What follows belongs to an exercise in optimizing a design on an open flow for a short achievable clock period and few clock cycles; a production flow would make more cautious choices.
Function was checked by simulation only, so behaviour that the tests miss may differ from the original.
The clock port is modelled as an ideal driver; clocking choices that lean on that would not hold on a real chip.

==> flow/design.v, too long to show whole: its modules and the start of the top module <==
// module fadd_c1: 53 lines
// module tzc23: 8 lines
// module fadd_c2: 21 lines
// module fadd_c3: 32 lines
// module fadd_p: 28 lines
// module fmul_s1: 32 lines
// module fmul_s2: 24 lines
// module fmul_p: 26 lines
// module csmul: 55 lines
// module csmula: 58 lines
// module fdiv_p: 99 lines
// module fdiv_s7: 45 lines
// module finv_tab: 514 lines
// module fsqrt_p: 107 lines
// module fsqrt_tab: 515 lines
// module ftoi: 17 lines
// module itof_p: 34 lines
// module floor_p: 41 lines
// module cpu: 674 lines
// module alu: 32 lines
// module brcmp: 34 lines
// module add3: 8 lines
module cpu(
	input wire clk,
	input wire rstn,
	output wire[15:0] inst_addr,
	input wire[31:0] inst_data,
	output wire[18:0] mem_addr,
	output wire[31:0] mem_wdata,
	input wire[31:0] mem_rdata,
	output wire mem_enable,
	output wire[3:0] mem_wea,
	output wire uart_wenable,
	input wire uart_wdone,
	output wire[31:0] uart_wd,
	output wire uart_renable,
	input wire uart_rdone,
	input wire[31:0] uart_rd
);
  // ...
==> flow/flow/run.sh <==
#!/bin/bash
# Layout flow: the standard synthesis, then the standard ORFS steps with
# their timing repair asked to reach below the clock period (a setup margin;
# the SDC, clock and I/O constraints are the standard flow's, unchanged), without gate
# cloning (its clones can leave small slew/capacitance violations after
# routing), with the port buffers made of ordinary buffers (sizable by the
# repair) rather than delay cells, with each output port's buffer moved next
# to the cell driving it before detailed placement (flow/move_out_bufs.tcl),
# and with more antenna-repair passes after detailed routing.
# Each step's output goes to a log of its own in the work folder.
set -euo pipefail
KNOBS=(SETUP_SLACK_MARGIN=${MARGIN:-18.3} TNS_END_PERCENT=${TNS:-100} SKIP_GATE_CLONING=1
       MAX_REPAIR_ANTENNAS_ITER_DRT=12 "BUFFER_PORTS_ARGS=-buffer_cell sky130_fd_sc_hd__buf_4"
       "PRE_DETAIL_PLACE_TCL=$PWD/flow/move_out_bufs.tcl")
bash standard.sh synth > flow_1_synth.log 2>&1
bash standard.sh "${KNOBS[@]}" floorplan > flow_2_floorplan.log 2>&1
bash standard.sh "${KNOBS[@]}" place > flow_3_place.log 2>&1
bash standard.sh "${KNOBS[@]}" cts > flow_4_cts.log 2>&1
bash standard.sh "${KNOBS[@]}" grt > flow_5_grt.log 2>&1
bash standard.sh "${KNOBS[@]}" finish > flow_6_route_finish.log 2>&1
==> flow/flow/move_out_bufs.tcl <==
# Run before detailed placement (PRE_DETAIL_PLACE_TCL): move each output
# port's buffer next to the cell that drives it, so that the buffer, not the
# driving flip-flop, drives the long wire to the pin.  Detailed placement then
# legalizes the moved buffers.
set block [ord::get_db_block]
set n 0
foreach bt [$block getBTerms] {
  if {[$bt getIoType] != "OUTPUT"} continue
  set net [$bt getNet]
  if {$net == "NULL"} continue
  set bufi ""
  foreach it [$net getITerms] { if {[$it isOutputSignal]} { set bufi [$it getInst] } }
  if {$bufi == ""} continue
  set srci ""
  foreach it [$bufi getITerms] {
    if {[$it isInputSignal]} {
      set in [$it getNet]
      if {$in == "NULL"} continue
      foreach it2 [$in getITerms] { if {[$it2 isOutputSignal]} { set srci [$it2 getInst] } }
    }
  }
  if {$srci == ""} continue
  set loc [$srci getLocation]
  $bufi setLocation [lindex $loc 0] [lindex $loc 1]
  incr n
}
puts "move_out_bufs: moved $n output buffers"
==> flow/standard.sh <==
#!/bin/bash
# synth_recipe.tcl (not shown) runs the flow's synth.tcl, then flattens the netlist and writes it again
# the make line also repeats each setting of config.mk as NAME=value (left out here)
make -C /OpenROAD-flow-scripts/flow DESIGN_CONFIG=/design/flow/config.mk WORK_HOME=/design/flow/orfs CLKGATE_MAP_FILE= SYNTH_SCRIPT=/design/flow/synth_recipe.tcl "${@:-finish}"
==> flow/config.mk <==
export PLATFORM = sky130hd
export DESIGN_NAME = cpu
export DESIGN_NICKNAME = cpu
export VERILOG_FILES = /design/flow/design.v
export SDC_FILE = /design/flow/constraint.sdc
export NUM_CORES = 8
export LEC_CHECK = 0
export CAP_MARGIN = 35
export CORE_MARGIN = 2
export CORE_UTILIZATION = 40
export SLEW_MARGIN = 35
export SYNTH_HIERARCHICAL = 1
==> flow/constraint.sdc <==
create_clock -name core_clock -period 25.0 [get_ports {clk}]
set_input_delay 5.0000 -clock core_clock [delete_from_list [all_inputs] [get_ports {clk}]]
set_output_delay 5.0000 -clock core_clock [all_outputs]
set_load 0.01 [all_outputs]
==> results.tsv, run 1 <==
metric	value	unit
Synth Cell Area	635000	um^2
clock buffer depth	5	
Crit-path slowest cell	dfxtp_2	
Clock Skew	0.200	ns
CP bufs+invs	1	
post-placement cell count	75100	
DIE HEIGHT	1260	um
routability cong.	1.01	
fraction of the cycle the final worst path needs	27.6	%
status	complete, no violations	
critical path's top delay family	flip-flops	
largest net degree at the start of global routing	127	
# fillers	147000	
Layout Cell Area excl Fill	698000	um^2
Diodes inserted	648	
Multi-input comb cells	37200	
CTS-repair resized insts	603	
# rows	462	
detailed-route via count	446000	
Slew Viols, Final	0	
Warnings, synthesis	21	
Layout area overhead	9.96	%
Vias/cell	5.74	
DP HPWL	1620000	um
R2R Path Start	cv_a[24]	
post-DR wirelength/cell	29.7	um
worst path arrival time	1.90	ns
most frequent cells in the layout	fa_1, inv_1, nand2_1	
fin util	44.1	%
Starting Density	40.1	%
multi-input logic area	378000	um^2
Testbench counts, summed over its fixed seeds: cycles 117,533.
==> module cpu, before the edit <==
module cpu(
	input wire clk,
	input wire rstn,
	output wire[15:0] inst_addr,
	input wire[31:0] inst_data,
	output wire[18:0] mem_addr,
	output wire[31:0] mem_wdata,
	input wire[31:0] mem_rdata,
	output wire mem_enable,
	output wire[3:0] mem_wea,
	output wire uart_wenable,
	input wire uart_wdone,
	output wire[31:0] uart_wd,
	output wire uart_renable,
	input wire uart_rdone,
	input wire[31:0] uart_rd
);
	localparam OP_LW    = 6'b00_0001;
	localparam OP_SW    = 6'b00_0000;
	localparam OP_LF    = 6'b10_0001;
	localparam OP_LWR   = 6'b01_0001;
	localparam OP_LFR   = 6'b11_0001;
	localparam OP_SF    = 6'b01_0000;
	localparam OP_ADD   = 6'b00_0010;
	localparam OP_SUB   = 6'b00_0011;
	localparam OP_MUL   = 6'b00_0100;
	localparam OP_XOR   = 6'b00_0101;
	localparam OP_ADDI  = 6'b00_1000;
	localparam OP_SI    = 6'b00_1001;
	localparam OP_ORI   = 6'b00_1010;
	localparam OP_FADD  = 6'b11_0010;
	localparam OP_FSUB  = 6'b11_0011;
	localparam OP_FMUL  = 6'b11_0100;
	localparam OP_FDIV  = 6'b11_0101;
	localparam OP_FNEG  = 6'b11_0110;
	localparam OP_FABS  = 6'b11_0111;
	localparam OP_SQRT  = 6'b11_1000;
	localparam OP_FLOOR = 6'b11_1001;
	localparam OP_FTOI  = 6'b01_1010;
	localparam OP_ITOF  = 6'b10_1010;
	localparam OP_MOVF  = 6'b11_1010;
	localparam OP_J     = 6'b00_1011;
	localparam OP_JAL   = 6'b00_1100;
	localparam OP_JALR  = 6'b00_1101;
	localparam OP_SLT   = 6'b00_0111;
	localparam OP_SLTF  = 6'b01_0010;
	localparam OP_BNE   = 6'b10_1100;
	localparam OP_BLE   = 6'b10_1110;
	localparam OP_BEQF  = 6'b01_1100;
	localparam OP_BLTF  = 6'b01_1101;
	localparam OP_OUTB  = 6'b00_1110;
	localparam OP_INF   = 6'b11_1111;
	localparam OP_IN    = 6'b00_1111;
	localparam N_ITOF  = 2;
	localparam N_FLOOR = 1;
	localparam N_MUL   = 2;
	localparam N_FADD  = 3;
	localparam N_FMUL  = 2;
	localparam N_FDIV  = 9;
	localparam N_SQRT  = 9;
	localparam KM = 10;       
	localparam S_ALU = 4'd0, S_MUL = 4'd1, S_FTOI = 4'd2, S_ITOF = 4'd3, S_MEM = 4'd4,
	           S_FADD = 4'd5, S_FMUL = 4'd6, S_FDIV = 4'd7, S_SQRT = 4'd8, S_FLOOR = 4'd9;
	localparam F_ADD = 4'd0, F_SUB = 4'd1, F_XOR = 4'd2, F_OR = 4'd3, F_SLT = 4'd4,
	           F_SHIFT = 4'd5, F_SLTF = 4'd6, F_PASS = 4'd7, F_NEG = 4'd8, F_ABS = 4'd9;
	localparam T_COND = 2'd0, T_JUMP = 2'd1, T_CALL = 2'd2, T_RET = 2'd3;
	function [11:0] opkeys(input [31:0] w);
		reg [5:0] o;
		reg br, af, bf;
		begin
			o = w[31:26];
			br = (o[5] ^ o[4]) && o[3] && o[2];
			af = o[4] && o[3:1] != 3'b000;
			bf = o[4] && o[3:0] != 4'b0001;
			opkeys = {af, w[20:16], bf, (o[3:0] == 4'b0000 || br) ? w[25:21] : w[15:11]};
		end
	endfunction
	integer j;
	reg [31:0] f1_pc;
	reg f1_valid;
	reg [31:0] f2_pc, f2_pred;
	reg f2_valid;
	reg [15:0] ia_r;
	assign inst_addr = ia_r;
	reg        btb_v   [0:31];
	reg [10:0] btb_tag [0:31];
	reg [15:0] btb_tgt [0:31];
	reg [1:0]  btb_ty  [0:31];
	reg [1:0]  btb_ctr [0:31];    
	reg [5:0]  btb_lh  [0:31];    
	reg [1:0]  btb_ch  [0:31];    
	reg        btb_pl  [0:31];    
	reg [1:0]  pht     [0:63];    
	reg [31:0] ras_s [0:7];
	reg [2:0]  ras_sp;
	reg [31:0] ras_a [0:7];
	reg [2:0]  ras_ap;
	reg [31:0] q_inst [0:3];
	reg [31:0] q_pc   [0:3];
	reg [31:0] q_pred [0:3];
	reg [11:0] q_keys [0:3];
	reg [1:0]  q_head;
	reg [2:0]  q_cnt;
	wire [4:0] f1_bi = f1_pc[6:2];
	wire f1_hit = btb_v[f1_bi] && btb_tag[f1_bi] == f1_pc[17:7];
	wire [31:0] f1_seq = f1_pc + 32'd4;
	wire [31:0] f1_btgt = {f1_pc[31:18], btb_tgt[f1_bi], 2'b00};
	reg push_r;
	reg [2:0] push_idx;
	reg [31:0] push_val;
	wire [2:0] ras_top_i = ras_sp - 3'd1;
	wire [31:0] ras_s_top = (push_r && push_idx == ras_top_i) ? push_val : ras_s[ras_top_i];
	reg [31:0] f1_next;
	reg f1_push, f1_pop;
	always @* begin
		f1_next = f1_seq;
		f1_push = 1'b0;
		f1_pop = 1'b0;
		if (f1_hit) begin
			case (btb_ty[f1_bi])
				T_COND: if (btb_ch[f1_bi][1] ? btb_pl[f1_bi] : btb_ctr[f1_bi][1]) f1_next = f1_btgt;
				T_JUMP: f1_next = f1_btgt;
				T_CALL: begin f1_next = f1_btgt; f1_push = 1'b1; end
				default: begin f1_next = ras_s_top; f1_pop = 1'b1; end
			endcase
		end
	end
	wire [2:0] f_occ = q_cnt + {2'b0, f1_valid} + {2'b0, f2_valid};
	wire f_room = f_occ <= 3'd3;
	wire [11:0] f2_keys = opkeys(inst_data);
	reg d_valid;
	reg d_el;           
	reg [31:0] d_inst, d_pc, d_pred;
	reg [11:0] d_keys;
	reg [11:0] d_keys_h;
	reg [15:0] rf_l [1:63];
	reg [15:0] rf_h [1:63];
	reg        iw_v [0:KM];
	reg [4:0]  iw_r [0:KM];
	reg [3:0]  iw_s [0:KM];
	reg        fw_v [0:KM];
	reg [4:0]  fw_r [0:KM];
	reg [3:0]  fw_s [0:KM];
	reg        iw_e [0:KM];    
	reg        fw_e [0:KM];
	reg [3:0]  ex_fn;
	reg [8:0]  ex_oh;                 
	reg        ex_sub;
	reg [6:0]  ex_sh;                 
	reg [31:0] ex_a, ex_b;            
	reg [31:0] mu_a, mu_b;            
	reg [31:0] cv_a;                  
	reg [31:0] fa_a, fa_b;            
	reg [31:0] fm_a, fm_b;            
	reg [31:0] fd_a, fd_b;            
	reg [31:0] sq_a;                  
	reg [31:0] alu_res, mul_res, ftoi_res;
	reg [31:0] ld_hold;       
	wire [31:0] itof_d, floor_d, fadd_d, fmul_d, fdiv_d, sqrt_d;
	wire [31:0] itof_q, floor_q, fadd_q, fmul_q, fdiv_q, sqrt_q;
	wire [31:0] alu_out;
	alu u_alu(ex_oh, ex_sub, ex_sh, ex_a, ex_b, alu_out);
	wire [63:0] mu_s, mu_c;
	csmul #(32, 32) u_mul(mu_a, mu_b, mu_s, mu_c);
	reg [31:0] mu_s_r, mu_c_r;
	wire [31:0] mul_d = mu_s_r + mu_c_r;
	wire [31:0] ftoi_d;
	ftoi u_ftoi(cv_a, ftoi_d);
	itof_p u_itof(clk, cv_a, itof_d, itof_q);
	floor_p u_floor(clk, cv_a, floor_d, floor_q);
	fadd_p u_fadd(clk, fa_a, fa_b, fadd_d, fadd_q);
	fmul_p u_fmul(clk, fm_a, fm_b, fmul_d, fmul_q);
	wire [31:0] inv7;
	fdiv_p u_fdiv(clk, fd_a, fd_b, fdiv_d, fdiv_q, inv7);
	fsqrt_p u_sqrt(clk, sq_a, sqrt_d, sqrt_q);
	reg [31:0] iwb_n, fwb_n;
	always @* begin
		case (iw_s[1])
			S_MUL:   iwb_n = mul_d;
			S_FTOI:  iwb_n = ftoi_d;
			default: iwb_n = alu_out;
		endcase
		case (fw_s[1])
			S_ITOF:  fwb_n = itof_d;
			S_FLOOR: fwb_n = floor_d;
			S_FADD:  fwb_n = fadd_d;
			S_FMUL:  fwb_n = fmul_d;
			S_FDIV:  fwb_n = fdiv_d;
			S_SQRT:  fwb_n = sqrt_d;
			default: fwb_n = alu_out;
		endcase
	end
	reg [31:0] iwb_e, fwb_e;
	reg il0, fl0, fm0;
	always @(posedge clk) begin
		iwb_e <= iw_s[1] == S_MEM ? mem_rdata : iwb_n;
		fwb_e <= fw_s[1] == S_MEM ? mem_rdata : fwb_n;
		il0 <= iw_s[1] == S_MEM && !iw_e[1];
		fl0 <= fw_s[1] == S_MEM && !fw_e[1];
		fm0 <= fw_s[1] == S_MEM;
	end
	wire [31:0] iwb = il0 ? mem_rdata : iwb_e;
	wire [31:0] fwb = fl0 ? mem_rdata : fwb_e;
	wire [31:0] di = d_inst;
	wire [5:0] op = di[31:26];
	wire [4:0] f_rd = di[25:21];
	wire [15:0] imm = di[15:0];
	wire [5:0] a_key = d_keys[11:6];
	wire [5:0] b_key = d_keys[5:0];
	wire [5:0] a_kh = d_keys_h[11:6];
	wire [5:0] b_kh = d_keys_h[5:0];
	wire aF = a_key[5];
	wire bF = b_key[5];
	reg rc_v;
	reg [5:0] rc_key;
	reg [31:0] rc_val;
	reg pc_v;
	reg [5:0] pc_key;
	reg [31:0] pc_val;
	reg fl_v [1:8];           
	reg [5:0] fl_k [1:8];
	reg fl_p [1:8];           
	wire hit_r = rc_v && b_key == rc_key;
	wire hit_p = pc_v && b_key == pc_key;
	wire fdiv_hit = op == OP_FDIV && (hit_r || hit_p);
	wire [31:0] rc_hit_val = hit_r ? rc_val : pc_val;
	reg uA, uB, wr, wF;
	reg [3:0] k;       
	reg [3:0] src;     
	reg [3:0] fn;      
	reg c_load, c_store, c_br, c_j, c_jal, c_jalr, c_out, c_in, c_lwr, c_fsub;
	reg b_imm;
	reg [31:0] immv;
	always @* begin
		uA = 1'b0; uB = 1'b0; wr = 1'b0; wF = op[5];
		k = 4'd2; src = S_ALU; fn = F_PASS;
		c_load = 1'b0; c_store = 1'b0; c_br = 1'b0; c_j = 1'b0; c_jal = 1'b0; c_jalr = 1'b0;
		c_out = 1'b0; c_in = 1'b0; c_lwr = 1'b0; c_fsub = 1'b0;
		b_imm = 1'b0; immv = {{16{imm[15]}}, imm};
		case (op)
			OP_LW, OP_LF: begin uA = !d_el; wr = 1'b1; c_load = 1'b1; src = S_MEM; end
			OP_LWR, OP_LFR: begin uA = 1'b1; uB = 1'b1; wr = 1'b1; c_load = 1'b1; c_lwr = 1'b1; src = S_MEM; end
			OP_SW, OP_SF: begin uA = 1'b1; uB = 1'b1; c_store = 1'b1; end
			OP_ADD: begin uA = 1'b1; uB = 1'b1; wr = 1'b1; fn = F_ADD; end
			OP_SUB: begin uA = 1'b1; uB = 1'b1; wr = 1'b1; fn = F_SUB; end
			OP_XOR: begin uA = 1'b1; uB = 1'b1; wr = 1'b1; fn = F_XOR; end
			OP_SLT: begin uA = 1'b1; uB = 1'b1; wr = 1'b1; fn = F_SLT; end
			OP_MUL: begin uA = 1'b1; uB = 1'b1; wr = 1'b1; src = S_MUL; k = N_MUL + 1; end
			OP_ADDI: begin uA = 1'b1; wr = 1'b1; fn = F_ADD; b_imm = 1'b1; end
			OP_SI: begin uA = 1'b1; wr = 1'b1; fn = F_SHIFT; b_imm = 1'b1; end
			OP_ORI: begin uA = 1'b1; wr = 1'b1; fn = F_OR; b_imm = 1'b1; immv = {16'h0, imm}; end
			OP_FADD: begin uA = 1'b1; uB = 1'b1; wr = 1'b1; src = S_FADD; k = N_FADD + 1; end
			OP_FSUB: begin uA = 1'b1; uB = 1'b1; wr = 1'b1; src = S_FADD; k = N_FADD + 1; c_fsub = 1'b1; end
			OP_FMUL: begin uA = 1'b1; uB = 1'b1; wr = 1'b1; src = S_FMUL; k = N_FMUL + 1; end
			OP_FDIV: begin
				uA = 1'b1; wr = 1'b1;
				if (fdiv_hit) begin src = S_FMUL; k = N_FMUL + 1; end
				else begin uB = 1'b1; src = S_FDIV; k = N_FDIV + 1; end
			end
			OP_FNEG: begin uA = 1'b1; wr = 1'b1; fn = F_NEG; end
			OP_FABS: begin uA = 1'b1; wr = 1'b1; fn = F_ABS; end
			OP_MOVF: begin uA = 1'b1; wr = 1'b1; fn = F_PASS; end
			OP_SQRT: begin uA = 1'b1; wr = 1'b1; src = S_SQRT; k = N_SQRT + 1; end
			OP_FLOOR: begin uA = 1'b1; wr = 1'b1; src = S_FLOOR; k = N_FLOOR + 1; end
			OP_FTOI: begin uA = 1'b1; wr = 1'b1; src = S_FTOI; end
			OP_ITOF: begin uA = 1'b1; wr = 1'b1; src = S_ITOF; k = N_ITOF + 1; end
			OP_SLTF: begin uA = 1'b1; uB = 1'b1; wr = 1'b1; fn = F_SLTF; end
			OP_J: begin c_j = 1'b1; end
			OP_JAL: begin wr = 1'b1; c_j = 1'b1; c_jal = 1'b1; end
			OP_JALR: begin uA = 1'b1; wr = 1'b1; c_jalr = 1'b1; end
			OP_BNE, OP_BLE, OP_BEQF, OP_BLTF: begin uA = 1'b1; uB = 1'b1; c_br = 1'b1; end
			OP_OUTB: begin uA = 1'b1; c_out = 1'b1; end
			OP_IN, OP_INF: begin wr = 1'b1; c_in = 1'b1; end
			default: ;
		endcase
	end
	wire [4:0] wIdx = c_jal ? 5'd31 : f_rd;
	wire wr_eff = wr && (wF || wIdx != 5'd0);
	wire [5:0] w_key = {wF, wIdx};
	reg [KM:0] a_m, b_m, w_m;
	integer jm;
	always @* begin
		for (jm = 0; jm <= KM; jm = jm + 1) begin
			a_m[jm] = aF ? (fw_v[jm] && fw_r[jm] == a_key[4:0]) : (iw_v[jm] && iw_r[jm] == a_key[4:0]);
			b_m[jm] = bF ? (fw_v[jm] && fw_r[jm] == b_key[4:0]) : (iw_v[jm] && iw_r[jm] == b_key[4:0]);
			w_m[jm] = wF ? (fw_v[jm] && fw_r[jm] == wIdx) : (iw_v[jm] && iw_r[jm] == wIdx);
		end
	end
	wire a_far = |a_m[KM:2];                  
	wire b_far = |b_m[KM:2];
	wire [3:0] a_s1 = aF ? fw_s[1] : iw_s[1];    
	wire [3:0] b_s1 = bF ? fw_s[1] : iw_s[1];
	wire a_n = a_m[1];                         
	wire a_w = a_m[0] && !a_m[1];              
	wire b_n = b_m[1];
	wire b_w = b_m[0] && !b_m[1];
	wire a_e1 = aF ? fw_e[1] : iw_e[1];         
	wire b_e1 = bF ? fw_e[1] : iw_e[1];
	wire a_late = aF ? fl0 : il0;              
	wire b_late = bF ? fl0 : il0;
	wire a_ld1 = a_s1 == S_MEM && a_e1;        
	wire b_ld1 = b_s1 == S_MEM && b_e1;
	wire [31:0] a_rf = a_key == 6'd0 ? 32'h0 : {rf_h[a_kh], rf_l[a_key]};
	wire [31:0] b_rf = b_key == 6'd0 ? 32'h0 : {rf_h[b_kh], rf_l[b_key]};
	wire [31:0] a_rw = a_w ? (aF ? fwb_e : iwb_e) : a_rf;
	wire [31:0] b_rw = b_w ? (bF ? fwb_e : iwb_e) : b_rf;
	wire a_mem = (a_n && a_ld1) || (a_w && a_late);    
	wire b_mem = (b_n && b_ld1) || (b_w && b_late);
	wire [31:0] a_cap = a_mem ? mem_rdata : a_n ? (aF ? fwb_n : iwb_n) : a_rw;
	wire [31:0] b_cap = b_mem ? mem_rdata : b_n ? (bF ? fwb_n : iwb_n) : b_rw;
	wire [31:0] a_capf = a_mem ? mem_rdata : a_n ? fwb_n : a_rw;
	wire [31:0] b_capf = b_mem ? mem_rdata : b_n ? fwb_n : b_rw;
	wire [31:0] a_capi = a_mem ? mem_rdata : a_n ? iwb_n : a_rw;
	wire [31:0] b_capi = b_mem ? mem_rdata : b_n ? iwb_n : b_rw;
	wire [31:0] a_bn = a_n ? alu_out : a_rw;
	wire [31:0] b_bn = b_n ? alu_out : b_rw;
	wire [31:0] a_br = a_mem ? mem_rdata : a_bn;
	wire a_rdyB = !a_far && (!a_n || a_s1 == S_ALU || a_ld1);
	wire b_rdyB = !b_far && (!b_n || b_s1 == S_ALU || b_ld1);
	wire ex_sum = ex_fn == F_ADD;
	wire a_rdyE = !a_far && (a_n ? (a_s1 == S_ALU && ex_sum) : !(a_w && a_late));
	wire b_rdyE = !b_far && (b_n ? (b_s1 == S_ALU && ex_sum && !a_n) : !(b_w && b_late));
	wire a_rdyC = !a_far && (!a_n || a_s1 != S_MEM || a_e1);
	wire b_rdyC = !b_far && (!b_n || b_s1 != S_MEM || b_e1);
	wire needAE = c_load || c_store;
	wire needBE = c_lwr;
	wire needAB = c_br || c_jalr;
	wire needBB = c_br;
	reg uart_pend;
	reg [1:0] uin_st;      
	reg [31:0] uart_data;
	wire w_slot = wF ? fw_v[k] : iw_v[k];
	wire stall =
		(uA && !(needAE ? a_rdyE : needAB ? a_rdyB : a_rdyC)) ||
		(uB && !(needBE ? b_rdyE : needBB ? b_rdyB : b_rdyC)) ||
		(wr_eff && |(w_m >> k)) ||
		(wr_eff && w_slot) ||
		(c_out && uart_pend) ||
		(c_in && uin_st != 2'd2);
	reg sl_v, sl_br, sl_tk, sl_nb, sl_n4, sl_nr;
	reg [31:0] sl_btgt, sl_pc4, sl_rtgt;
	wire mis_r = sl_v && (sl_br ? (sl_tk ? sl_nb : sl_n4) : sl_nr);
	wire [31:0] tgt_r = sl_br ? (sl_tk ? sl_btgt : sl_pc4) : sl_rtgt;
	reg fast_r;
	reg [31:0] fast_tgt;
	wire d_ok = d_valid && !mis_r && !fast_r;
	wire issue = d_ok && !stall;
	reg [KM:1] pf_younger;
	integer jp;
	always @* begin
		for (jp = 1; jp <= KM; jp = jp + 1) pf_younger[jp] = fw_v[jp] && fw_r[jp] == fw_r[0];
	end
	wire [5:0] pf_key = {1'b1, fw_r[0]};
	wire pf_busy = fl_v[1] && fl_p[1] || fl_v[2] && fl_p[2] || fl_v[3] && fl_p[3] || fl_v[4] && fl_p[4] ||
	               fl_v[5] && fl_p[5] || fl_v[6] && fl_p[6] || fl_v[7] && fl_p[7] || fl_v[8] && fl_p[8];
	wire pf_go = fw_v[0] && fm0 && !(|pf_younger) && !pf_busy &&
	             !(d_ok && op == OP_FDIV) && !(d_ok && wr_eff && w_key == pf_key);
	wire [31:0] pc4 = d_pc + 32'd4;
	wire [31:0] btgt = d_pc + {{14{imm[15]}}, imm, 2'b00};
	wire [31:0] jtgt = {4'b0, di[25:0], 2'b00};
	wire [31:0] rtgt = {a_br[31:2], 2'b00};
	wire t00, t10, t01, t11, e00, e10, e01, e11;
	brcmp u_brcmp00(op, a_bn, b_bn, d_pred, t00, e00);
	brcmp u_brcmp10(op, mem_rdata, b_bn, d_pred, t10, e10);
	brcmp u_brcmp01(op, a_bn, mem_rdata, d_pred, t01, e01);
	brcmp u_brcmp11(op, mem_rdata, mem_rdata, d_pred, t11, e11);
	wire taken = a_mem ? (b_mem ? t11 : t10) : (b_mem ? t01 : t00);
	wire eq_rtgt = a_mem ? e10 : e00;
	wire eq_pc4 = d_pred == pc4;
	wire eq_btgt = d_pred == btgt;
	wire eq_jtgt = d_pred == jtgt;
	wire mis_fast = !c_br && !c_jalr && (c_j ? !eq_jtgt : !eq_pc4);
	wire [31:0] fast_next = c_j ? jtgt : pc4;
	wire redirect = mis_r || fast_r;
	wire [4:0] d_bi = d_pc[6:2];
	wire [18:0] off = c_lwr ? b_rw[18:0] : imm[15] ? {3'b111, imm} : {3'b000, imm};
	wire [18:0] ag_x = (a_n || (c_lwr && b_n)) ? ex_a[18:0] : a_rw[18:0];
	wire [18:0] ag_y = (a_n || (c_lwr && b_n)) ? ex_b[18:0] : off;
	wire [18:0] ag_z = a_n ? off : (c_lwr && b_n) ? a_rw[18:0] : 19'd0;
	wire [18:0] agu;
	add3 #(19) u_agu(ag_x, ag_y, ag_z, agu);
	reg bu_v, bu_taken;
	reg [4:0] bu_idx;
	reg [10:0] bu_tag;
	reg [15:0] bu_tgt;
	reg [1:0] bu_ty;
	wire bu_hit = btb_v[bu_idx] && btb_tag[bu_idx] == bu_tag && btb_ty[bu_idx] == T_COND;
	wire [1:0] bu_ctr = btb_ctr[bu_idx];
	wire [5:0] bu_lh = btb_lh[bu_idx];
	wire [1:0] bu_ch = btb_ch[bu_idx];
	reg [5:0] bu_lhd;    
	wire [5:0] bu_pi = bu_lhd ^ {1'b0, bu_idx};
	wire [1:0] bu_pht = pht[bu_pi];
	reg pu_v, pu_taken, pu_b;
	reg [5:0] pu_pi, pu_npi;
	reg [4:0] pu_idx;
	wire [1:0] pu_pht = pht[pu_pi];
	wire [1:0] pu_npht = pu_npi == pu_pi ? cnt(pu_pht, pu_taken) : pht[pu_npi];
	function [1:0] cnt(input [1:0] c, input up);
		begin
			cnt = up ? (c == 2'b11 ? 2'b11 : c + 2'b01) : (c == 2'b00 ? 2'b00 : c - 2'b01);
		end
	endfunction
	wire [1:0] bu_new_ctr = !bu_hit ? (bu_taken ? 2'b10 : 2'b01) : cnt(bu_ctr, bu_taken);
	wire [5:0] bu_new_lh = !bu_hit ? {5'b0, bu_taken} : {bu_lh[4:0], bu_taken};
	wire [1:0] bu_new_ch = !bu_hit ? 2'b01 :
	                       bu_ctr[1] == bu_pht[1] ? bu_ch : cnt(bu_ch, bu_pht[1] == bu_taken);
	reg [18:0] mem_addr_r;
	reg [31:0] mem_wdata_r;
	reg mem_en_r;
	reg [3:0] mem_wea_r;
	reg uart_wen_r, uart_ren_r;
	reg [31:0] uart_wd_r;
	assign mem_addr = mem_addr_r;
	assign mem_wdata = mem_wdata_r;
	assign mem_enable = mem_en_r;
	assign mem_wea = mem_wea_r;
	assign uart_wenable = uart_wen_r;
	assign uart_renable = uart_ren_r;
	assign uart_wd = uart_wd_r;
	wire [31:0] f1_pc_n = !rstn ? 32'h0 :
	                      redirect ? (mis_r ? tgt_r : fast_tgt) :
	                      f1_valid ? f1_next : f1_pc;
	wire d_take = !d_valid || issue;
	wire q_nonempty = q_cnt != 3'd0;
	wire [1:0] q_tail = q_head + q_cnt[1:0];
	wire [31:0] qh_inst = q_inst[q_head];
	wire [4:0] qh_base = qh_inst[20:16];
	wire qh_ld = qh_inst[31:26] == OP_LW || qh_inst[31:26] == OP_LF;
	reg qh_pend;
	integer je;
	always @* begin
		qh_pend = iw_v[0] && iw_r[0] == qh_base && il0;
		for (je = 1; je <= KM; je = je + 1)
			if (iw_v[je] && iw_r[je] == qh_base) qh_pend = 1'b1;
	end
	wire qh_w = iw_v[0] && iw_r[0] == qh_base;
	wire [31:0] qh_rb = qh_base == 5'd0 ? 32'h0 : qh_w ? iwb_e : {rf_h[{1'b0, qh_base}], rf_l[{1'b0, qh_base}]};
	wire [18:0] el_addr = qh_rb[18:0] + {{3{qh_inst[15]}}, qh_inst[15:0]};
	wire el_go = q_nonempty && qh_ld && !qh_pend && !mis_r && !fast_r &&
	             !(d_ok && (c_load || c_store)) &&
	             !(d_ok && wr_eff && !wF && wIdx == qh_base);
	always @(posedge clk) begin
		alu_res <= alu_out;
		ld_hold <= mem_rdata;
		mu_s_r <= mu_s[31:0];
		mu_c_r <= mu_c[31:0];
		mul_res <= mul_d;
		ftoi_res <= ftoi_d;
		sl_br <= c_br;
		sl_tk <= taken;
		sl_nb <= !eq_btgt;
		sl_n4 <= !eq_pc4;
		sl_nr <= !eq_rtgt;
		sl_btgt <= btgt;
		sl_pc4 <= pc4;
		sl_rtgt <= rtgt;
		if (uart_rdone) uart_data <= uart_rd;
		if (iw_v[0] && iw_r[0] != 5'd0) begin
			rf_l[{1'b0, iw_r[0]}] <= iwb[15:0];
			rf_h[{1'b0, iw_r[0]}] <= iwb[31:16];
		end
		if (fw_v[0]) begin
			rf_l[{1'b1, fw_r[0]}] <= fwb[15:0];
			rf_h[{1'b1, fw_r[0]}] <= fwb[31:16];
		end
		ex_fn <= fn;
		ex_oh <= {fn == F_ABS, fn == F_NEG, fn == F_SLTF, fn == F_SHIFT, fn == F_SLT,
		          fn == F_OR, fn == F_XOR, fn == F_ADD || fn == F_SUB,
		          !(fn <= F_SLTF || fn == F_NEG || fn == F_ABS)};
		ex_sub <= fn == F_SUB;
		ex_sh <= fn == F_SHIFT ? immv[6:0] : 7'd0;
		ex_a <= (c_jal || c_jalr) ? pc4 : c_in ? uart_data : a_cap;
		ex_b <= b_imm ? immv : b_cap;
		mu_a <= src == S_MUL ? a_capi : 32'h0;
		mu_b <= src == S_MUL ? b_capi : 32'h0;
		cv_a <= (src == S_FTOI || src == S_ITOF || src == S_FLOOR) ? a_cap : 32'h0;
		fa_a <= src == S_FADD ? a_capf : 32'h0;
		fa_b <= src != S_FADD ? 32'h0 : c_fsub ? {~b_capf[31], b_capf[30:0]} : b_capf;
		fm_a <= src == S_FMUL ? a_capf : 32'h0;
		fm_b <= src != S_FMUL ? 32'h0 : fdiv_hit ? rc_hit_val : b_capf;
		fd_a <= src == S_FDIV ? a_capf : 32'h0;
		fd_b <= pf_go ? (fl0 ? mem_rdata : ld_hold) : src == S_FDIV ? b_capf : 32'h0;
		sq_a <= src == S_SQRT ? a_capf : 32'h0;
		fast_tgt <= fast_next;
		push_idx <= ras_sp;
		push_val <= f1_seq;
		mem_addr_r <= el_go ? el_addr : agu;
		mem_wdata_r <= b_cap;
		uart_wd_r <= a_capi;
		ia_r <= !rstn ? 16'hffff : f1_pc_n[17:2];
		if (issue && c_jal) ras_a[ras_ap] <= pc4;
		pu_pi <= bu_pi;
		pu_taken <= bu_taken;
		pu_npi <= bu_new_lh ^ {1'b0, bu_idx};
		pu_idx <= bu_idx;
		if (pu_b) btb_pl[pu_idx] <= pu_npht[1];
		bu_idx <= d_bi;
		bu_lhd <= btb_lh[d_bi];
		bu_tag <= d_pc[17:7];
		bu_tgt <= c_br ? btgt[17:2] : jtgt[17:2];
		bu_ty <= c_br ? T_COND : c_jalr ? T_RET : c_jal ? T_CALL : T_JUMP;
		bu_taken <= taken;
		if (bu_v) begin
			btb_tag[bu_idx] <= bu_tag;
			btb_tgt[bu_idx] <= bu_tgt;
			btb_ty[bu_idx] <= bu_ty;
			btb_ctr[bu_idx] <= bu_new_ctr;
			btb_lh[bu_idx] <= bu_new_lh;
			btb_ch[bu_idx] <= bu_new_ch;
		end
		if (f2_valid) begin
			q_inst[q_tail] <= inst_data;
			q_pc[q_tail] <= f2_pc;
			q_pred[q_tail] <= f2_pred;
			q_keys[q_tail] <= f2_keys;
		end
		d_el <= d_take && q_nonempty && el_go;
		if (d_take) begin
			if (q_nonempty) begin
				d_inst <= q_inst[q_head];
				d_pc <= q_pc[q_head];
				d_pred <= q_pred[q_head];
				d_keys <= q_keys[q_head];
				d_keys_h <= q_keys[q_head];
			end else begin
				d_inst <= inst_data;
				d_pc <= f2_pc;
				d_pred <= f2_pred;
				d_keys <= f2_keys;
				d_keys_h <= f2_keys;
			end
		end
		if (f1_valid) begin
			f2_pc <= f1_pc;
			f2_pred <= f1_next;
		end
		if (mis_r || fast_r) begin
			for (j = 0; j < 8; j = j + 1) ras_s[j] <= ras_a[j];
		end else if (push_r) begin
			ras_s[push_idx] <= push_val;
		end
		if (!rstn) begin
			f1_pc <= 32'h0;
			f1_valid <= 1'b0;
			f2_valid <= 1'b0;
			q_cnt <= 3'd0;
			q_head <= 2'd0;
			d_valid <= 1'b0;
			d_keys_h <= 12'd0;
			ras_sp <= 3'd0;
			ras_ap <= 3'd0;
			sl_v <= 1'b0;
			fast_r <= 1'b0;
			push_r <= 1'b0;
			rc_v <= 1'b0;
			pc_v <= 1'b0;
			for (j = 1; j <= 8; j = j + 1) fl_v[j] <= 1'b0;
			bu_v <= 1'b0;
			pu_v <= 1'b0;
			pu_b <= 1'b0;
			for (j = 0; j < 32; j = j + 1) btb_v[j] <= 1'b0;
			for (j = 0; j < 64; j = j + 1) pht[j] <= 2'b01;
			for (j = 0; j <= KM; j = j + 1) begin
				iw_v[j] <= 1'b0;
				fw_v[j] <= 1'b0;
			end
			mem_en_r <= 1'b0;
			mem_wea_r <= 4'h0;
			uart_wen_r <= 1'b0;
			uart_ren_r <= 1'b0;
			uart_pend <= 1'b0;
			uin_st <= 2'd0;
		end else begin
			sl_v <= issue && (c_br || c_jalr);
			fast_r <= issue && mis_fast;
			if (redirect) begin
				f1_pc <= f1_pc_n;
				f1_valid <= 1'b1;
				f2_valid <= 1'b0;
				q_cnt <= 3'd0;
				d_valid <= 1'b0;
			end else begin
				f2_valid <= f1_valid;
				f1_pc <= f1_pc_n;
				f1_valid <= f_room;
				if (d_take) begin
					d_valid <= q_nonempty || f2_valid;
					if (q_nonempty) begin
						q_head <= q_head + 2'd1;
						q_cnt <= q_cnt - 3'd1 + {2'b0, f2_valid};
					end else begin
						q_cnt <= q_cnt;
					end
				end else begin
					q_cnt <= q_cnt + {2'b0, f2_valid};
				end
			end
			if (mis_r || fast_r) ras_sp <= ras_ap;
			else if (!redirect && f1_valid && f1_push) ras_sp <= ras_sp + 3'd1;
			else if (!redirect && f1_valid && f1_pop) ras_sp <= ras_sp - 3'd1;
			push_r <= !redirect && f1_valid && f1_push;
			if (issue && c_jal) ras_ap <= ras_ap + 3'd1;
			else if (issue && c_jalr) ras_ap <= ras_ap - 3'd1;
			bu_v <= issue && (c_br || c_j || c_jalr);
			if (bu_v) btb_v[bu_idx] <= 1'b1;
			pu_v <= bu_v && bu_hit;
			pu_b <= bu_v;
			if (pu_v) pht[pu_pi] <= cnt(pu_pht, pu_taken);
			for (j = 1; j < 8; j = j + 1) begin
				fl_v[j + 1] <= fl_v[j] && !(issue && wr_eff && w_key == fl_k[j]);
				fl_k[j + 1] <= fl_k[j];
				fl_p[j + 1] <= fl_p[j];
			end
			fl_v[1] <= pf_go || (issue && op == OP_FDIV && !fdiv_hit && !(wr_eff && w_key == b_key));
			fl_k[1] <= pf_go ? pf_key : b_key;
			fl_p[1] <= pf_go;
			if (fl_v[8] && !fl_p[8]) begin
				rc_v <= 1'b1;
				rc_key <= fl_k[8];
				rc_val <= inv7;
			end
			if (issue && wr_eff && w_key == ((fl_v[8] && !fl_p[8]) ? fl_k[8] : rc_key)) rc_v <= 1'b0;
			if (fl_v[8] && fl_p[8]) begin
				pc_v <= 1'b1;
				pc_key <= fl_k[8];
				pc_val <= inv7;
			end
			if (issue && wr_eff && w_key == ((fl_v[8] && fl_p[8]) ? fl_k[8] : pc_key)) pc_v <= 1'b0;
			for (j = 0; j < KM; j = j + 1) begin
				iw_v[j] <= iw_v[j + 1];
				iw_r[j] <= iw_r[j + 1];
				iw_s[j] <= iw_s[j + 1];
				iw_e[j] <= iw_e[j + 1];
				fw_v[j] <= fw_v[j + 1];
				fw_r[j] <= fw_r[j + 1];
				fw_s[j] <= fw_s[j + 1];
				fw_e[j] <= fw_e[j + 1];
			end
			iw_v[KM] <= 1'b0;
			fw_v[KM] <= 1'b0;
			if (issue && wr_eff) begin
				if (wF) begin
					fw_v[k - 4'd1] <= 1'b1;
					fw_r[k - 4'd1] <= wIdx;
					fw_s[k - 4'd1] <= src;
					fw_e[k - 4'd1] <= c_load && d_el;
				end else begin
					iw_v[k - 4'd1] <= 1'b1;
					iw_r[k - 4'd1] <= wIdx;
					iw_s[k - 4'd1] <= src;
					iw_e[k - 4'd1] <= c_load && d_el;
				end
			end
			mem_en_r <= el_go || (issue && (c_store || (c_load && !d_el)));
			mem_wea_r <= (issue && c_store) ? 4'hf : 4'h0;
			uart_wen_r <= issue && c_out;
			uart_ren_r <= 1'b0;
			if (issue && c_out) uart_pend <= 1'b1;
			else if (uart_wdone || uart_rdone) uart_pend <= 1'b0;
			if (d_ok && c_in) begin
				if (uin_st == 2'd0 && !uart_pend) begin
					uart_ren_r <= 1'b1;
					uart_pend <= 1'b1;
					uin_st <= 2'd1;
				end else if (uin_st == 2'd1 && uart_rdone) begin
					uin_st <= 2'd2;
				end else if (uin_st == 2'd2 && issue) begin
					uin_st <= 2'd0;
				end
			end
		end
	end
endmodule
==> inputs of run 2 (changes only) <==
--- a/flow/design.v
+++ b/flow/design.v
@@ -2055,6 +2055,7 @@
 	reg [31:0] fast_tgt;
 	wire d_ok = d_valid && !mis_r && !fast_r;
 	wire issue = d_ok && !stall;
+	wire [2:0] ras_ap_n = c_jal ? ras_ap + 3'd1 : ras_ap - 3'd1;    
 	reg [KM:1] pf_younger;
 	integer jp;
 	always @* begin
@@ -2199,7 +2200,7 @@
 		mem_wdata_r <= b_cap;
 		uart_wd_r <= a_capi;
 		ia_r <= !rstn ? 16'hffff : f1_pc_n[17:2];
-		if (issue && c_jal) ras_a[ras_ap] <= pc4;
+		if (d_ok && c_jal) ras_a[ras_ap] <= pc4;
 		pu_pi <= bu_pi;
 		pu_taken <= bu_taken;
 		pu_npi <= bu_new_lh ^ {1'b0, bu_idx};
@@ -2310,8 +2311,7 @@
 			else if (!redirect && f1_valid && f1_push) ras_sp <= ras_sp + 3'd1;
 			else if (!redirect && f1_valid && f1_pop) ras_sp <= ras_sp - 3'd1;
 			push_r <= !redirect && f1_valid && f1_push;
-			if (issue && c_jal) ras_ap <= ras_ap + 3'd1;
-			else if (issue && c_jalr) ras_ap <= ras_ap - 3'd1;
+			if (issue && (c_jal || c_jalr)) ras_ap <= ras_ap_n;
 			bu_v <= issue && (c_br || c_j || c_jalr);
 			if (bu_v) btb_v[bu_idx] <= 1'b1;
 			pu_v <= bu_v && bu_hit;
==> run 2 against run 1 <==
Net effect:
- still clean on timing, DRC and antenna
- die area about the same
- cell count decreased by 0.43%
- register-to-register slack got worse by 0.02 ns
- synthesized area about the same
- global-route usage decreased by 0.62 points
- clock skew decreased by 0.022 ns
- first-iteration DRC count increased by 0.76%
- maximum frequency decreased by 0.42%
- critical path depth unchanged
- critical path type unchanged
- critical endpoint is now mem_wea[2]
==> results.tsv, run 2 <==
metric	value	unit	change
hold crit path type	flip-flop to flip-flop		
Max-Cap Viols	0		
fraction of final layout cells sized beyond drive strength 1	13.7	%	
Layout Cell Area excl Fill	698000	um^2	about the same
Mapped Cells	56000		
Final ANT Viol Nets	0		
critical path startpoint category	flip-flop		
Post-route DRC	0		
Die X	1260	um	
Warnings, synthesis	21		unchanged
RSZ-0062 raised after global routing	true		
post-placement cell area	659000	um^2	
Root Driver	clkbuf_16		
clock transition at the registers of the reported paths	0.06	ns	
Layout Nets	64600		
Crit-path slowest cell	dfxtp_4		
clock buffer depth	5		unchanged
clk sink count	8438		
H-tree levels	6		
multi-input logic area	378000	um^2	about the same
vias in the first global route	454000		
Vias/cell	5.75		+0.24%
critical path's top delay family	flip-flops		
Crit Path Max Fanout	4		
DP HPWL	1590000	um	-2.1%
largest net degree at the start of global routing	123		-3.1%
most common cell after layout, fill and taps aside	fa_1		
post-DR wirelength/cell	29.2	um	-1.8%
clock latency on the worst-skew pair	1.33	ns	
Syn Area/Cell	11.3	um^2	
Pre-antenna DRT Iters	9		
core region area	1580000	um^2	
fraction of the cycle the final worst path needs	27.7	%	+0.12 points
Worst slew margin	25.1	%	
CTS tree	built		
worst path arrival time	1.93	ns	+0.03 ns
antenna violations before repair	255		
global-route wire length before repair	3250000	um	
detailed-route via count	445000		-0.19%
routability cong.	1.04		+2.4%
Least-Margin Pin Slew	1.11	ns	
final setup TNS	0	ns	
iteration-0 DRC count of the detailed router	48100		
crit-path cells	buf_8		
most frequent cells in the layout	fa_1, inv_1, nand2_1		
# rows	462		unchanged
Synth Cell Area	635000	um^2	about the same
GRT Total Usage	27.8	%	
post-detailed-routing wire length	2260000	um	
status	complete, no violations		
total gr overflow	0		
Crit path largest cell delay	0.40	ns	
Layout area overhead	9.93	%	about the same
fin crit period	6.93	ns	
register area	219000	um^2	
CP Class	flip-flop to output port		
Port Buffer Count	205		
fmax	144	MHz	
nature of the critical path endpoint	output port		
worst endpoint required time	20.00	ns	
CTS Buf Count	925		
Clock Skew	0.178	ns	-0.0220 ns
# fillers	147000		-0.45%
Die Footprint	1600000	um^2	
CP bufs+invs	1		unchanged
Slew Viols, Final	0		unchanged
DIE HEIGHT	1260	um	about the same
final hold violations	0		
# setup viols final	0		
Starting Density	40.1	%	about the same
io pins	206		
-- run 2: final timing paths --
path,startpoint,endpoint,slack (ns),cells past startpoint
setup / recovery,mem_wea_r[2],mem_wea[2],18.07,1
hold / removal,u_fdiv.a_4[24],u_fdiv.a_5[24],0.27,0
setup reg to reg,ex_b[6],bu_taken,18.24,20
hold reg to reg,u_fdiv.a_4[24],u_fdiv.a_5[24],0.27,0
-- run 2: final cells by class --
| class | count | area share [%] |
|---|---|---|
| Multi-Input combinational cell | 37200 | 54.2 |
| Clock buffer | 1191 | 3.65 |
| Clock inverter | 550 | 1.01 |
| Antenna cell | 425 | 0.152 |
| Timing Repair Buffer | 1665 | 2.24 |
| Inverter | 6782 | 3.65 |
| Sequential cell | 8438 | 31.3 |
| Tap cell | 21100 | 3.79 |
-- run 2: metrics by stage --
step	hold WS, ns	util, %	std cells	setup WS (ns)
2_1_floorplan	0.310	-	56200	18.07
3_3_place_gp	0.310	41.5	75000	16.40
4_1_cts	0.269	43.9	76800	18.02
6_report	0.270	44.1	77300	18.07
5_1_grt	0.285	44.1	77200	18.04
3_5_place_dp	0.312	41.6	75000	16.48
-- run 2: what timing repair did --
action / CTS / global route
pin swaps: 47 / 102
buffers inserted: 65 / 85
setup endpoints to repair: 730 / 563
hold buffers: 0 / 0
resized for setup: 556 / 311
gates cloned: 0 / 0
-- run 2: per-layer routing --
layer / share of wire, % / track usage (%)
met5: 0.045 / 0.198
met4: 6.8 / 15.5
met3: 10 / 7.00
met2: 44 / 42.6
met1: 39 / 36.0
Testbench counts of run 2, summed over its fixed seeds: cycles 117,533.

static timing again, ports no longer ideal:
How much do the figures lean on ideal ports? The routed layouts below were timed once more, with nothing changed but the port constraints. Step 1 assumes that a clkbuf_16 drives the clock port and a buf_2 every other input. Step 2 also shifts input and output timing later by t, the mid clock arrival at the registers, as if the neighbouring blocks saw the same clock. Three values: no drivers, after step 1, after step 2; two values: the first two.
run	shift t [ns]	setup slack, ns	latest minus earliest clock arrival (ns)	worst slew at a driven data input, ns	pins driven straight from the clock port
run 1	1.444	18.100 / 17.908 / 16.964	0.277 / 0.278	0.21	1
run 2	1.439	18.071 / 17.877 / 16.737	0.210 / 0.210	0.50	1
After both steps setup and hold are still met in every run listed. For run 2, which loses most, drivers alone change the setup slack by -0.194 ns; drivers and shift together by -1.334 ns.
